Context: an optimization exercise on an open-source flow, tuned for small area. The choices shown serve that exercise and are no tape-out recipe.
RTL that was checked went through simulation tests only; none was proved equivalent to the original.

Design Cordic, start of the top module:
module Cordic(input clk, input signed [15:0] Xin, input signed [15:0] Yin, input [15:0] angle,
              output reg signed [15:0] Xout, output reg signed [15:0] Yout);
Size: ~1400 cells after synthesis, about 390 flip-flops, about 81 I/O pins, about 0.021 mm² of cells after synthesis.
Settings: LEC_CHECK=0, CAP_MARGIN=5, CORE_MARGIN=2, CORE_UTILIZATION=70, PLACE_DENSITY=0.75, SLEW_MARGIN=5, SYNTH_HIERARCHICAL=1; clock period 7.0 ns.
standard.sh (not shown) runs the stock make flow with config.mk's settings and CLKGATE_MAP_FILE= SYNTH_SCRIPT=/design/flow/synth_recipe.tcl, a recipe that flattens the netlist after the stock synthesis.
==> flow/flow/run.sh <==
#!/bin/bash
# The standard layout (standard synthesis included), except that the port
# buffers use the smallest buffer cell and clock tree synthesis adds no dummy
# loads. ORFS keeps each step's log under orfs/logs/; the make output goes to
# standard.log.
set -euo pipefail
export BUFFER_PORTS_ARGS="-buffer_cell sky130_fd_sc_hd__buf_1"
export CTS_ARGS="-sink_clustering_enable -repair_clock_nets -dont_use_dummy_load -buf_list sky130_fd_sc_hd__clkbuf_8 -sink_clustering_size 18 -sink_clustering_max_diameter 80"
bash standard.sh > standard.log 2>&1
The baseline finished with timing, DRC and antenna clean.
Next try:
- CORE_UTILIZATION: 70 -> 80
- PLACE_DENSITY: 0.75 -> 0.85
The changed run finished with timing, DRC and antenna clean.
Final area shrinks by 0.46%.
Wire length grows by 13%.
Die area shrinks by 12%.
Sequential cell count stays the same.

========
Cordic, a different RTL version from the one above (not shown whole).
For scale: about 1,400 cells after synthesis, about 81 I/O pins, ~22,000 um2 of cells after synthesis.
## Cordic
module Cordic(input clk, input signed [15:0] Xin, input signed [15:0] Yin, input [15:0] angle,
              output reg signed [15:0] Xout, output reg signed [15:0] Yout);
export LEC_CHECK = 0
export CAP_MARGIN = 20
export CORE_MARGIN = 2
export CORE_UTILIZATION = 70
export CTS_BUF_LIST = sky130_fd_sc_hd__clkbuf_16
export CTS_CLUSTER_DIAMETER = 70
export CTS_CLUSTER_SIZE = 32
export PLACE_DENSITY = 0.75
export SLEW_MARGIN = 20
export SYNTH_HIERARCHICAL = 1
create_clock -name core_clock -period 7.0 [get_ports {clk}]
run.sh (not shown) runs the stock make flow with config.mk's settings and CLKGATE_MAP_FILE= SYNTH_SCRIPT=/design/flow/synth_recipe.tcl, a recipe that flattens the netlist after the stock synthesis.
Stock flow here: none of the scripts above is used.
Then changed:
Settings changed: CORE_UTILIZATION 70 to 60, CTS_CLUSTER_DIAMETER 70 to 60, CTS_CLUSTER_SIZE 32 to 24, PLACE_DENSITY 0.75 to not set.
Outcome: Setup slack is worse by 14 ps; register-to-register slack hardly moves; via count stays flat.
Then changed:
==> flow/flow/run.sh (new file) <==
#!/bin/bash
# The standard layout (standard synthesis included), except that the port
# buffers use the smallest buffer cell. ORFS keeps each step's log under
# orfs/logs/; the make output goes to standard.log.
set -euo pipefail
export BUFFER_PORTS_ARGS="-buffer_cell sky130_fd_sc_hd__buf_1"
bash standard.sh > standard.log 2>&1
==> flow/standard.sh (new file) <==
#!/bin/bash
# synth_recipe.tcl (not shown) runs the flow's synth.tcl, then flattens the netlist and writes it again
# the make line also repeats each setting of config.mk as NAME=value (left out here)
make -C /OpenROAD-flow-scripts/flow DESIGN_CONFIG=/design/flow/config.mk WORK_HOME=/design/flow/orfs CLKGATE_MAP_FILE= SYNTH_SCRIPT=/design/flow/synth_recipe.tcl "${@:-finish}"
Settings changed: CORE_UTILIZATION 60 to 70, CTS_CLUSTER_DIAMETER 60 to 70, CTS_CLUSTER_SIZE 24 to 32, PLACE_DENSITY set to 0.75.
removed: flow/run.sh
Effect:
- The changed run produced a clean layout
- critical path depth does not change
- clock-buffer cell count came out lower by 6
- setup slack loses 28 ps
- hold slack stays flat
Then changed:
==> flow/flow/run.sh (replaced) <==
#!/bin/bash
# The standard layout (standard synthesis included), except that the port
# buffers use the smallest buffer cell and clock tree synthesis adds no dummy
# loads. ORFS keeps each step's log under orfs/logs/; the make output goes to
# standard.log.
set -euo pipefail
export BUFFER_PORTS_ARGS="-buffer_cell sky130_fd_sc_hd__buf_1"
export CTS_ARGS="-sink_clustering_enable -repair_clock_nets -dont_use_dummy_load -buf_list sky130_fd_sc_hd__clkbuf_16 -sink_clustering_size 32 -sink_clustering_max_diameter 70"
bash standard.sh > standard.log 2>&1
After rerunning: The changed run ran to the end with no violations. Via count shrinks by about 0.6%. Routed wire length shrinks by about 0.9%. Worst hold slack hardly moves. Worst setup slack improved by 37 ps.

========
Another version of the RTL of Cordic (not shown whole).
Size in the first run: roughly 1400 cells after synthesis, roughly 390 flip-flops, roughly 81 I/O pins.
export LEC_CHECK = 0
export CAP_MARGIN = 0
export CORE_MARGIN = 2
export CORE_UTILIZATION = 70
export PLACE_DENSITY = 0.75
export SLEW_MARGIN = 0
export SYNTH_HIERARCHICAL = 1
create_clock -name core_clock -period 7.0 [get_ports {clk}]
standard.sh (not shown) runs the stock make flow with config.mk's settings and CLKGATE_MAP_FILE= SYNTH_SCRIPT=/design/flow/synth_recipe.tcl, a recipe that flattens the netlist after the stock synthesis.
==> flow/flow/run.sh <==
#!/bin/bash
# The standard layout (standard synthesis included), except that the port
# buffers use the smallest buffer cell and clock tree synthesis adds no dummy
# loads. ORFS keeps each step's log under orfs/logs/; the make output goes to
# standard.log.
set -euo pipefail
export BUFFER_PORTS_ARGS="-buffer_cell sky130_fd_sc_hd__buf_1"
export CTS_ARGS="-sink_clustering_enable -repair_clock_nets -dont_use_dummy_load -buf_list sky130_fd_sc_hd__clkbuf_8 -sink_clustering_size 20 -sink_clustering_max_diameter 90"
bash standard.sh > standard.log 2>&1
Rerun with:
--- a/flow/flow/run.sh
+++ b/flow/flow/run.sh
@@ -7,3 +7,3 @@
 export BUFFER_PORTS_ARGS="-buffer_cell sky130_fd_sc_hd__buf_1"
-export CTS_ARGS="-sink_clustering_enable -repair_clock_nets -dont_use_dummy_load -buf_list sky130_fd_sc_hd__clkbuf_8 -sink_clustering_size 20 -sink_clustering_max_diameter 90"
+export CTS_ARGS="-sink_clustering_enable -repair_clock_nets -dont_use_dummy_load -buf_list sky130_fd_sc_hd__clkbuf_8 -sink_clustering_size 18 -sink_clustering_max_diameter 80"
 bash standard.sh > standard.log 2>&1
GPL_TIMING_DRIVEN = 0   (was default)
The new run passed the timing, design-rule and antenna checks.
Non-clock buffer count increases by 8.
Sequential share of layout area is lower by 0.14 points.
Utilization came out higher by 0.47 points.
Synthesized area does not change.
Rerun with:
GPL_TIMING_DRIVEN = default   (was 0)
The new run ran to the end with no violations.
First-iteration DRC count increases by a few percent.
Synthesized cell count is unchanged.
Clock-buffer cell count increases by 1.
Rerun with:
CAP_MARGIN = 5   (was 0)
SLEW_MARGIN = 5   (was 0)
Result: Register-to-register slack barely changes; synthesized cell count does not change; final cell count does not change; worst setup slack is unchanged; fmax is unchanged; critical path depth is unchanged; area after synthesis does not change; clock skew stays the same.

========
== amber ==
Another version of the RTL of Cordic (not shown whole).
Size in the first run: roughly 1400 cells after synthesis, ~390 flip-flops, roughly 81 I/O pins.
==> flow/design.v (excerpt) <==
module Cordic(input clk, input signed [15:0] Xin, input signed [15:0] Yin, input [15:0] angle,
              output reg signed [15:0] Xout, output reg signed [15:0] Yout);
==> flow/config.mk <==
export PLATFORM = sky130hd
export DESIGN_NAME = Cordic
export DESIGN_NICKNAME = Cordic
export VERILOG_FILES = /design/flow/design.v
export SDC_FILE = /design/flow/constraint.sdc
export NUM_CORES = 4
export LEC_CHECK = 0
export CAP_MARGIN = 5
export CORE_MARGIN = 2
export CORE_UTILIZATION = 70
export PLACE_DENSITY = 0.75
export SLEW_MARGIN = 5
export SYNTH_HIERARCHICAL = 1
==> flow/constraint.sdc <==
create_clock -name core_clock -period 7.0 [get_ports {clk}]
set_input_delay 1.4000 -clock core_clock [delete_from_list [all_inputs] [get_ports {clk}]]
set_output_delay 1.4000 -clock core_clock [all_outputs]
set_load 0.01 [all_outputs]
==> flow/flow/run.sh <==
#!/bin/bash
# The standard layout (standard synthesis included), except that the port
# buffers use the smallest buffer cell and clock tree synthesis adds no dummy
# loads. ORFS keeps each step's log under orfs/logs/; the make output goes to
# standard.log.
set -euo pipefail
export BUFFER_PORTS_ARGS="-buffer_cell sky130_fd_sc_hd__buf_1"
export CTS_ARGS="-sink_clustering_enable -repair_clock_nets -dont_use_dummy_load -buf_list sky130_fd_sc_hd__clkbuf_8 -sink_clustering_size 18 -sink_clustering_max_diameter 80"
bash standard.sh > standard.log 2>&1
## Diff of input files: violet against amber
Settings: an added GPL_TIMING_DRIVEN of 0.
--- outcome ---
Diff violet..amber | sequential cell count | unchanged
On count of clock buffers in the final design, the lower figure sits with amber, not violet.
Delta (violet minus amber): utilization now sits higher, post-route cell area grew by 1.2%, first-pass GRT wire length rose about 5%.
No functional check of the RTL was part of any run of this note.

========
Setup of the reference run:
Another version of the RTL of Cordic (not shown whole).
Size: about 1400 cells after synthesis, about 22000 um2 of cells after synthesis.
==> flow/config.mk <==
export PLATFORM = sky130hd
export DESIGN_NAME = Cordic
export DESIGN_NICKNAME = Cordic
export VERILOG_FILES = /design/flow/design.v
export SDC_FILE = /design/flow/constraint.sdc
export NUM_CORES = 4
export LEC_CHECK = 0
export CAP_MARGIN = 20
export CORE_MARGIN = 2
export CORE_UTILIZATION = 40
export SLEW_MARGIN = 20
export SYNTH_HIERARCHICAL = 1
==> flow/constraint.sdc <==
create_clock -name core_clock -period 7.0 [get_ports {clk}]
set_input_delay 1.4000 -clock core_clock [delete_from_list [all_inputs] [get_ports {clk}]]
set_output_delay 1.4000 -clock core_clock [all_outputs]
set_load 0.01 [all_outputs]
run.sh (not shown) runs the stock make flow with config.mk's settings and CLKGATE_MAP_FILE= SYNTH_SCRIPT=/design/flow/synth_recipe.tcl, a recipe that flattens the netlist after the stock synthesis.
Stock flow here: none of the scripts above is used.
Every stage of the flow completed for the reference run, and the final layout passed the timing, design-rule and antenna checks.
Here is what was changed in the inputs of the trial run compared with the reference run.
- changing CORE_UTILIZATION from 40 to 60
- setting CTS_BUF_LIST to sky130_fd_sc_hd__clkbuf_16 for the first time
- setting CTS_CLUSTER_DIAMETER to 60 for the first time
- setting CTS_CLUSTER_SIZE to 24 for the first time
[summary]
Number of filler instances in the final layout was lower in the run labelled the trial run.
Going from the reference run to the trial run, the source-to-sink clock delay at the later pin of the worst-skew pair was found to have gone down by 40 ps.
Share of cell area taken by flip-flops and latches in the trial run vs the reference run: up 0.81 points
The trial run vs the reference run: final critical-path share of the clock period up in the trial run
Cell area (higher): the reference run
Relative to the reference run, non-clock buffer count has increased by 2.3% in the trial run.
Of the reference run and the trial run, the higher time the worst path needs with I/O delays and setup belongs to the trial run.
Function was not checked in any run of this note: the RTL went through the layout flow alone.

========
Another version of the RTL of Cordic (not shown whole).
Size: roughly 370 flip-flops, ~23000 um2 of cells after synthesis.
export LEC_CHECK = 0
export CAP_MARGIN = 20
export CORE_MARGIN = 2
export CORE_UTILIZATION = 70
export CTS_BUF_LIST = sky130_fd_sc_hd__clkbuf_2 sky130_fd_sc_hd__clkbuf_4
export PLACE_DENSITY = 0.8
export SLEW_MARGIN = 20
create_clock -name core_clock -period 7.0 [get_ports {clk}]
The first run finished clean.
Change:
CORE_UTILIZATION = 40   (was 70)
CTS_BUF_LIST = default   (was sky130_fd_sc_hd__clkbuf_2 sky130_fd_sc_hd__clkbuf_4)
PLACE_DENSITY = default   (was 0.8)
After rerunning:
- die area is higher by about 70%
- register-to-register slack gains 30 ps
- worst setup slack gains 27 ps
- via count is lower by about 5%
- maximum frequency is higher by about 0.4%
- synthesized cell count does not change
Change:
CORE_UTILIZATION = 60   (was 40)
CTS_BUF_LIST = sky130_fd_sc_hd__clkbuf_4   (was default)
After rerunning: Synthesized cell count stays the same; register-to-register slack barely changes; maximum frequency stays flat; final cell count is lower by 5.4%; critical path depth came out lower by 1.

========
Another version of the RTL of Cordic (not shown whole).
For scale: ~1,400 cells after synthesis, ~390 flip-flops, about 81 I/O pins, ~21,000 um^2 of cells after synthesis.
clock: 7.0 ns
lec_check: 0
cap_margin: 5
core_margin: 2
core_utilization: 80
place_density: 0.85
slew_margin: 5
synth_hierarchical: 1
standard.sh (not shown) runs the stock make flow with config.mk's settings and CLKGATE_MAP_FILE= SYNTH_SCRIPT=/design/flow/synth_recipe.tcl, a recipe that flattens the netlist after the stock synthesis.
Scripts as last shown in full above: flow/flow/run.sh
The starting point produced a clean layout.
Then changed:
--- a/flow/flow/run.sh
+++ b/flow/flow/run.sh
@@ -6,4 +6,4 @@
 set -euo pipefail
 export BUFFER_PORTS_ARGS="-buffer_cell sky130_fd_sc_hd__buf_1"
-export CTS_ARGS="-sink_clustering_enable -repair_clock_nets -dont_use_dummy_load -buf_list sky130_fd_sc_hd__clkbuf_8 -sink_clustering_size 18 -sink_clustering_max_diameter 80"
+export CTS_ARGS="-sink_clustering_enable -repair_clock_nets -dont_use_dummy_load -buf_list sky130_fd_sc_hd__clkbuf_8 -sink_clustering_size 20 -sink_clustering_max_diameter 90"
 bash standard.sh > standard.log 2>&1
Settings changed: CAP_MARGIN 5 to 0, CORE_UTILIZATION 80 to 70, PLACE_DENSITY 0.85 to 0.75, SLEW_MARGIN 5 to 0.
Result:
- setup slack improved by 120 ps
- first-iteration DRC count shrinks by roughly a tenth
- non-clock buffer count is unchanged
- final cell count rises by a few percent
- synthesized area stays the same
- final area barely changes
- utilization came out lower by 11 points
- routed wire length falls by roughly a tenth
- maximum frequency increases slightly
- clock-buffer cell count decreases by 2
Then changed:
--- a/flow/flow/run.sh
+++ b/flow/flow/run.sh
@@ -6,4 +6,4 @@
 set -euo pipefail
 export BUFFER_PORTS_ARGS="-buffer_cell sky130_fd_sc_hd__buf_1"
-export CTS_ARGS="-sink_clustering_enable -repair_clock_nets -dont_use_dummy_load -buf_list sky130_fd_sc_hd__clkbuf_8 -sink_clustering_size 20 -sink_clustering_max_diameter 90"
+export CTS_ARGS="-sink_clustering_enable -repair_clock_nets -dont_use_dummy_load -buf_list sky130_fd_sc_hd__clkbuf_8 -sink_clustering_size 18 -sink_clustering_max_diameter 80"
 bash standard.sh > standard.log 2>&1
Settings changed: CAP_MARGIN 0 to 5, SLEW_MARGIN 0 to 5.
Outcome: Routed wire length climbs by 0.80%; worst setup slack degrades by 15 ps; design area hardly moves; sequential cell count does not change; cell count hardly moves; die area is unchanged.

========
Setup of before:
Cordic, a different RTL version from the one above (not shown whole).
Size in the first run: about 1,400 cells after synthesis, roughly 390 flip-flops, roughly 81 I/O pins.
==> flow/design.v (excerpt) <==
module Cordic(input clk, input signed [15:0] Xin, input signed [15:0] Yin, input [15:0] angle,
              output reg signed [15:0] Xout, output reg signed [15:0] Yout);
clock: 7.0 ns
lec_check: 0
cap_margin: 20
core_margin: 2
core_utilization: 70
cts_buf_list: sky130_fd_sc_hd__clkbuf_16
cts_cluster_diameter: 70
cts_cluster_size: 32
place_density: 0.75
slew_margin: 20
synth_hierarchical: 1
==> flow/flow/run.sh <==
#!/bin/bash
# The standard layout (standard synthesis included), except that the port
# buffers use the smallest buffer cell and clock tree synthesis adds no dummy
# loads. ORFS keeps each step's log under orfs/logs/; the make output goes to
# standard.log.
set -euo pipefail
export BUFFER_PORTS_ARGS="-buffer_cell sky130_fd_sc_hd__buf_1"
export CTS_ARGS="-sink_clustering_enable -repair_clock_nets -dont_use_dummy_load -buf_list sky130_fd_sc_hd__clkbuf_8 -sink_clustering_size 20 -sink_clustering_max_diameter 90"
bash standard.sh > standard.log 2>&1
before: all stages complete, timing, DRC and antenna checks passed
Input-level comparison between after and before:
diff --git a/flow/flow/run.sh b/flow/flow/run.sh
--- a/flow/flow/run.sh
+++ b/flow/flow/run.sh
@@ -7,3 +7,3 @@
 export BUFFER_PORTS_ARGS="-buffer_cell sky130_fd_sc_hd__buf_1"
-export CTS_ARGS="-sink_clustering_enable -repair_clock_nets -dont_use_dummy_load -buf_list sky130_fd_sc_hd__clkbuf_8 -sink_clustering_size 20 -sink_clustering_max_diameter 90"
+export CTS_ARGS="-sink_clustering_enable -repair_clock_nets -dont_use_dummy_load -buf_list sky130_fd_sc_hd__clkbuf_16 -sink_clustering_size 32 -sink_clustering_max_diameter 70"
 bash standard.sh > standard.log 2>&1
## What came out
- after vs before — fraction of the core area covered by cells at the end of the flow rose 1.1 points.
- As of after, amount of wire on met3 after detailed routing had fallen by a few percent compared to before.
- Summary of after over before: total of clock buffers placed in the layout went up; sequential fraction of total cell area went down; routed length per placed instance went up; final critical-path share of the clock period went up; layout overhead on the synthesized area went up.
- after does worse than before on post-layout worst setup margin.
- before → after: data required time of the worst path held steady.
No functional check of the RTL was part of any run of this note.

[separate check: timing with driven ports]
No port has a modelled driver above. Below, the same layouts with a new extraction and two added sets of constraints. Step 1 assumes that a clkbuf_16 drives the clock port and a buf_2 every other input. Step 2, shift: input delay + t, output delay - t, t = (earliest + latest rising clock arrival at the registers) / 2. This alone moves slack from input paths to output paths. Slacks: no drivers / after step 1 / after step 2; pairs: no drivers / after step 1.
run	shift t [ns]	setup slack, ns	worst data-port slew with drivers (ns)
the first run of note 1	0.613	0.166 / 0.166 / 0.166	0.04
the second run of note 1	0.618	0.139 / 0.139 / 0.139	0.04
the first run of note 2	0.609	0.180 / 0.180 / 0.180	0.05
the second run of note 2	0.594	0.167 / 0.167 / 0.167	0.04
the third run of note 2	0.635	0.139 / 0.139 / 0.139	0.03
the fourth run of note 2	0.603	0.177 / 0.177 / 0.177	0.03
the first run of note 3	0.595	0.256 / 0.256 / 0.256	0.03
the second run of note 3	0.627	0.201 / 0.201 / 0.201	0.03
the third run of note 3	0.607	0.243 / 0.243 / 0.243	0.03
the fourth run of note 3	0.607	0.243 / 0.243 / 0.243	0.03
amber	0.616	0.177 / 0.177 / 0.177	0.03
violet	0.610	0.150 / 0.150 / 0.150	0.03
the reference run	0.627	0.190 / 0.190 / 0.190	0.04
the trial run	0.589	0.177 / 0.177 / 0.177	0.04
the first run of note 6	0.798	0.213 / 0.213 / -0.298	0.05
the second run of note 6	0.624	0.240 / 0.240 / -0.254	0.05
the third run of note 6	0.795	0.248 / 0.248 / -0.296	0.05
the first run of note 7	0.606	0.202 / 0.202 / 0.202	0.03
the second run of note 7	0.584	0.324 / 0.324 / 0.324	0.03
the third run of note 7	0.601	0.309 / 0.309 / 0.309	0.03
before	0.620	0.153 / 0.153 / 0.153	0.03
after	0.586	0.128 / 0.128 / 0.128	0.03
Met with ideal ports but missed after step 2: setup timing in the first run of note 6, the second run of note 6 and the third run of note 6. The setup slack of the third run of note 6, which loses most, moves by 0.000 ns with the drivers and by -0.544 ns with both steps.
